Background: an optimization exercise with open tools, aiming at small area. Do not read the settings as production practice.
Where RTL was checked, it was by simulation tests only, not by an equivalence proof against the original.

green:
## mac
module mac(clk, a, b, c, op, z);
  input         clk;
  input  [31:0] a;
  input  [31:0] b;
  input  [31:0] c;
  input         op;
  output [31:0] z;
  function [4:0] lzc24;
    input [23:0] x;
    integer i;
    begin
      lzc24 = 5'd24;
      for (i = 0; i < 24; i = i + 1)
        if (x[i]) lzc24 = 5'd23 - i[4:0];
    end
  endfunction
  function [4:0] tzc24;
    input [23:0] x;
    integer i;
    begin
      tzc24 = 5'd24;
      for (i = 23; i >= 0; i = i - 1)
        if (x[i]) tzc24 = i[4:0];
    end
  endfunction
  function [5:0] rip6;
    input [5:0] x, y;
    input ci;
    integer i;
    reg k;
    begin
      k = ci;
      for (i = 0; i < 6; i = i + 1) begin
        rip6[i] = x[i] ^ y[i] ^ k;
        k = (x[i] & y[i]) | (k & (x[i] ^ y[i]));
      end
    end
  endfunction
  function [7:0] rip8;
    input [7:0] x, y;
    input ci;
    integer i;
    reg k;
    begin
      k = ci;
      for (i = 0; i < 8; i = i + 1) begin
        rip8[i] = x[i] ^ y[i] ^ k;
        k = (x[i] & y[i]) | (k & (x[i] ^ y[i]));
      end
    end
  endfunction
  function [9:0] rip10;
    input [9:0] x, y;
    input ci;
    integer i;
    reg k;
    begin
      k = ci;
      for (i = 0; i < 10; i = i + 1) begin
        rip10[i] = x[i] ^ y[i] ^ k;
        k = (x[i] & y[i]) | (k & (x[i] ^ y[i]));
      end
    end
  endfunction
  function [30:0] inc31;
    input [30:0] x;
    input ci;
    integer i;
    reg k;
    begin
      k = ci;
      for (i = 0; i < 31; i = i + 1) begin
        inc31[i] = x[i] ^ k;
        k = x[i] & k;
      end
    end
  endfunction
  function [30:0] inc31b;
    input [30:0] x;
    input ci;
    integer i;
    reg k;
    reg [3:0] cb;
    begin
  ...
For scale: about 4800 cells after synthesis, ~40000 um^2 of cells after synthesis.
clock: 13.0 ns
lec_check: 0
abc_area: 1
cap_margin: 20
core_margin: 2
core_utilization: 40
cts_buf_list: sky130_fd_sc_hd__clkbuf_8
cts_cluster_size: 30
slew_margin: 20
synth_hierarchical: 1
synth_minimum_keep_size: 0
run.sh (not shown) runs the stock make flow with config.mk's settings and CLKGATE_MAP_FILE= SYNTH_SCRIPT=/design/flow/synth_recipe.tcl, a recipe that flattens the netlist after the stock synthesis.
[inputs] orange vs green
--- a/flow/design.v
+++ b/flow/design.v
@@ -1704,45 +1704,22 @@
       cb[0] = ci;
       cb[1] = cb[0] & (&x[7:0]);
       cb[2] = cb[1] & (&x[15:8]);
       cb[3] = cb[2] & (&x[23:16]);
       for (i = 0; i < 31; i = i + 1) begin
         if (i % 8 == 0) k = cb[i / 8];
         inc31b[i] = x[i] ^ k;
         k = x[i] & k;
       end
     end
   endfunction
-  function [27:0] bk28;
-    input [27:0] x, y;
-    input ci;
-    reg [27:0] gg, pp, hp;
-    integer k, dd;
-    begin
-      gg = x & y;
-      pp = x ^ y;
-      hp = pp;
-      gg[0] = gg[0] | (pp[0] & ci);
-      for (dd = 1; dd < 28; dd = dd * 2)
-        for (k = 2 * dd - 1; k < 28; k = k + 2 * dd) begin
-          gg[k] = gg[k] | (pp[k] & gg[k-dd]);
-          pp[k] = pp[k] & pp[k-dd];
-        end
-      for (dd = 8; dd >= 1; dd = dd / 2)
-        for (k = 3 * dd - 1; k < 28; k = k + 2 * dd) begin
-          gg[k] = gg[k] | (pp[k] & gg[k-dd]);
-          pp[k] = pp[k] & pp[k-dd];
-        end
-      bk28 = hp ^ {gg[26:0], ci};
-    end
-  endfunction
   reg  [31:0] c1;
   always @(posedge clk)
     c1 <= {~op ^ c[31], c[30:0]};
   wire       ms   = a[31] ^ b[31];
   wire [7:0] ea   = a[30:23];
   wire [7:0] eb   = b[30:23];
   wire       anz  = |ea;
   wire       bnz  = |eb;
   wire       amax = &ea;
   wire       bmax = &eb;
   wire       amz  = ~|a[22:0];
@@ -1824,23 +1801,23 @@
   wire [23:0] mbg = {bnz2, bg[22:0]};
   wire [23:0] msm = {snz2, sm[22:0]};
   wire [7:0]  d   = ebg - esm;
   wire [4:0]  dd  = (d > 8'd31) ? 5'd31 : d[4:0];
   wire [26:0] sx3 = {msm, 3'b000};
   wire [26:0] sa  = sx3 >> dd;
   wire [26:0] lost = sx3 & ~({27{1'b1}} << dd);
   wire        stk = |lost;
   wire [27:0] bgx = {1'b0, mbg, 3'b000};
   wire [27:0] smx = {1'b0, sa[26:1], sa[0] | stk};
   wire        sub = sx ^ sy;
-  wire [27:0] sum = bk28(bgx, smx ^ {28{sub}}, sub);
+  wire [27:0] sum = bgx + (smx ^ {28{sub}}) + {27'b0, sub};
   reg         sg3, nan3, inf3;
   reg  [7:0]  eb3;
   reg  [27:0] sum3;
   always @(posedge clk) begin
     sg3  <= sgn;
     nan3 <= nan;
     inf3 <= inf;
     eb3  <= ebg;
     sum3 <= sum;
   end
   reg [4:0] lz;
### Flow results
- Compared with green, in orange area after synthesis up 1.4%; count of vias placed by the detailed router has increased; final instance area went up by about 1.2%.
- Where worst setup slack is concerned, green is outperformed by orange.
- The run showing the greater minimum clock period is green.
- Compared with green, first-iteration DRC count in orange increased by more than 10%.

* * *

raven:
Another version of the RTL of mac (not shown whole).
Size: about 580 flip-flops, ~41000 sq um of cells after synthesis.
clock: 13.0 ns
lec_check: 0
cap_margin: 20
core_margin: 2
core_utilization: 40
slew_margin: 20
synth_hierarchical: 1
synth_minimum_keep_size: 0
What maple does differently from raven at the input level:
diff --git a/flow/design.v b/flow/design.v
--- a/flow/design.v
+++ b/flow/design.v
@@ -1691,30 +1691,12 @@
       for (i = 0; i < 31; i = i + 1) begin
         inc31[i] = x[i] ^ k;
         k = x[i] & k;
       end
     end
   endfunction
-  function [30:0] inc31b;
-    input [30:0] x;
-    input ci;
-    integer i;
-    reg k;
-    reg [3:0] cb;
-    begin
-      cb[0] = ci;
-      cb[1] = cb[0] & (&x[7:0]);
-      cb[2] = cb[1] & (&x[15:8]);
-      cb[3] = cb[2] & (&x[23:16]);
-      for (i = 0; i < 31; i = i + 1) begin
-        if (i % 8 == 0) k = cb[i / 8];
-        inc31b[i] = x[i] ^ k;
-        k = x[i] & k;
-      end
-    end
-  endfunction
   reg  [31:0] c1;
   always @(posedge clk)
     c1 <= {~op ^ c[31], c[30:0]};
   wire       ms   = a[31] ^ b[31];
   wire [7:0] ea   = a[30:23];
   wire [7:0] eb   = b[30:23];
@@ -1767,13 +1749,13 @@
   always @(posedge clk) begin
     c2  <= c1;
     ps2 <= ms;
     pz2 <= pz;
     pu2 <= pu;
   end
-  wire [31:0] x     = {ps2, inc31b(pz2, pu2)};
+  wire [31:0] x     = {ps2, pz2 + {30'b0, pu2}};
   wire [31:0] y     = c2;
   wire       sx   = x[31];
   wire       sy   = y[31];
   wire       xmax = &x[30:23];
   wire       ymax = &y[30:23];
   wire       xmz  = ~|x[22:0];
==> run summary <==
More vias were needed by maple than by raven.
raven has lower global-route usage than maple.
Against raven, total die area in maple rose slightly.
Compared with raven, maple shows count of buffers not belonging to the clock network in the layout that has gone down by more than a quarter.
Cmp maple and raven / routed wire length / lower: raven
Taking raven as the reference point, the critical path arrival of maple falls by 0.25 ns.
The cell with the largest stage delay on the worst path comes out sky130_fd_sc_hd__fa_1 in one run and sky130_fd_sc_hd__or4_1 in the other, namely in raven and maple respectively.
raven has a lower worst setup slack than maple.
Global-route wire length before repair deteriorates in maple relative to raven.
[maple] maximum operating frequency rose about 2.2% relative to raven
No run of this note included a check of the RTL's function; only the layout flow was run.

## afterwards: timing with drivers on the ports
The results above use ideal ports. As a check the final layouts listed here were re-extracted and re-timed, cells and wires unchanged.
Step 1: set_driving_cell puts a clkbuf_16 on clk and a buf_2 on each other input, an assumption about the parent block.
Step 2 moves the port delays by t, midway between the first and last clock arrival at a register: inputs arrive t later, outputs are due t later. That takes back most of the time a late clock gives input paths.
Three values: no drivers, after step 1, after step 2; two values: the first two.
| run | t, ns | setup slack, ns | worst slew at a driven data input, ns |
|---|---|---|---|
| green | 0.733 | 1.305 / 1.344 / 0.611 | 0.05 |
| orange | 0.708 | 1.462 / 1.472 / 0.765 | 0.09 |
| raven | 0.632 | 0.750 / 0.782 / 0.150 | 0.05 |
| maple | 0.665 | 1.010 / 1.010 / 0.470 | 0.05 |
After both steps setup and hold are still met in every run listed. For orange, which loses most, drivers alone change the setup slack by +0.010 ns; drivers and shift together by -0.697 ns.
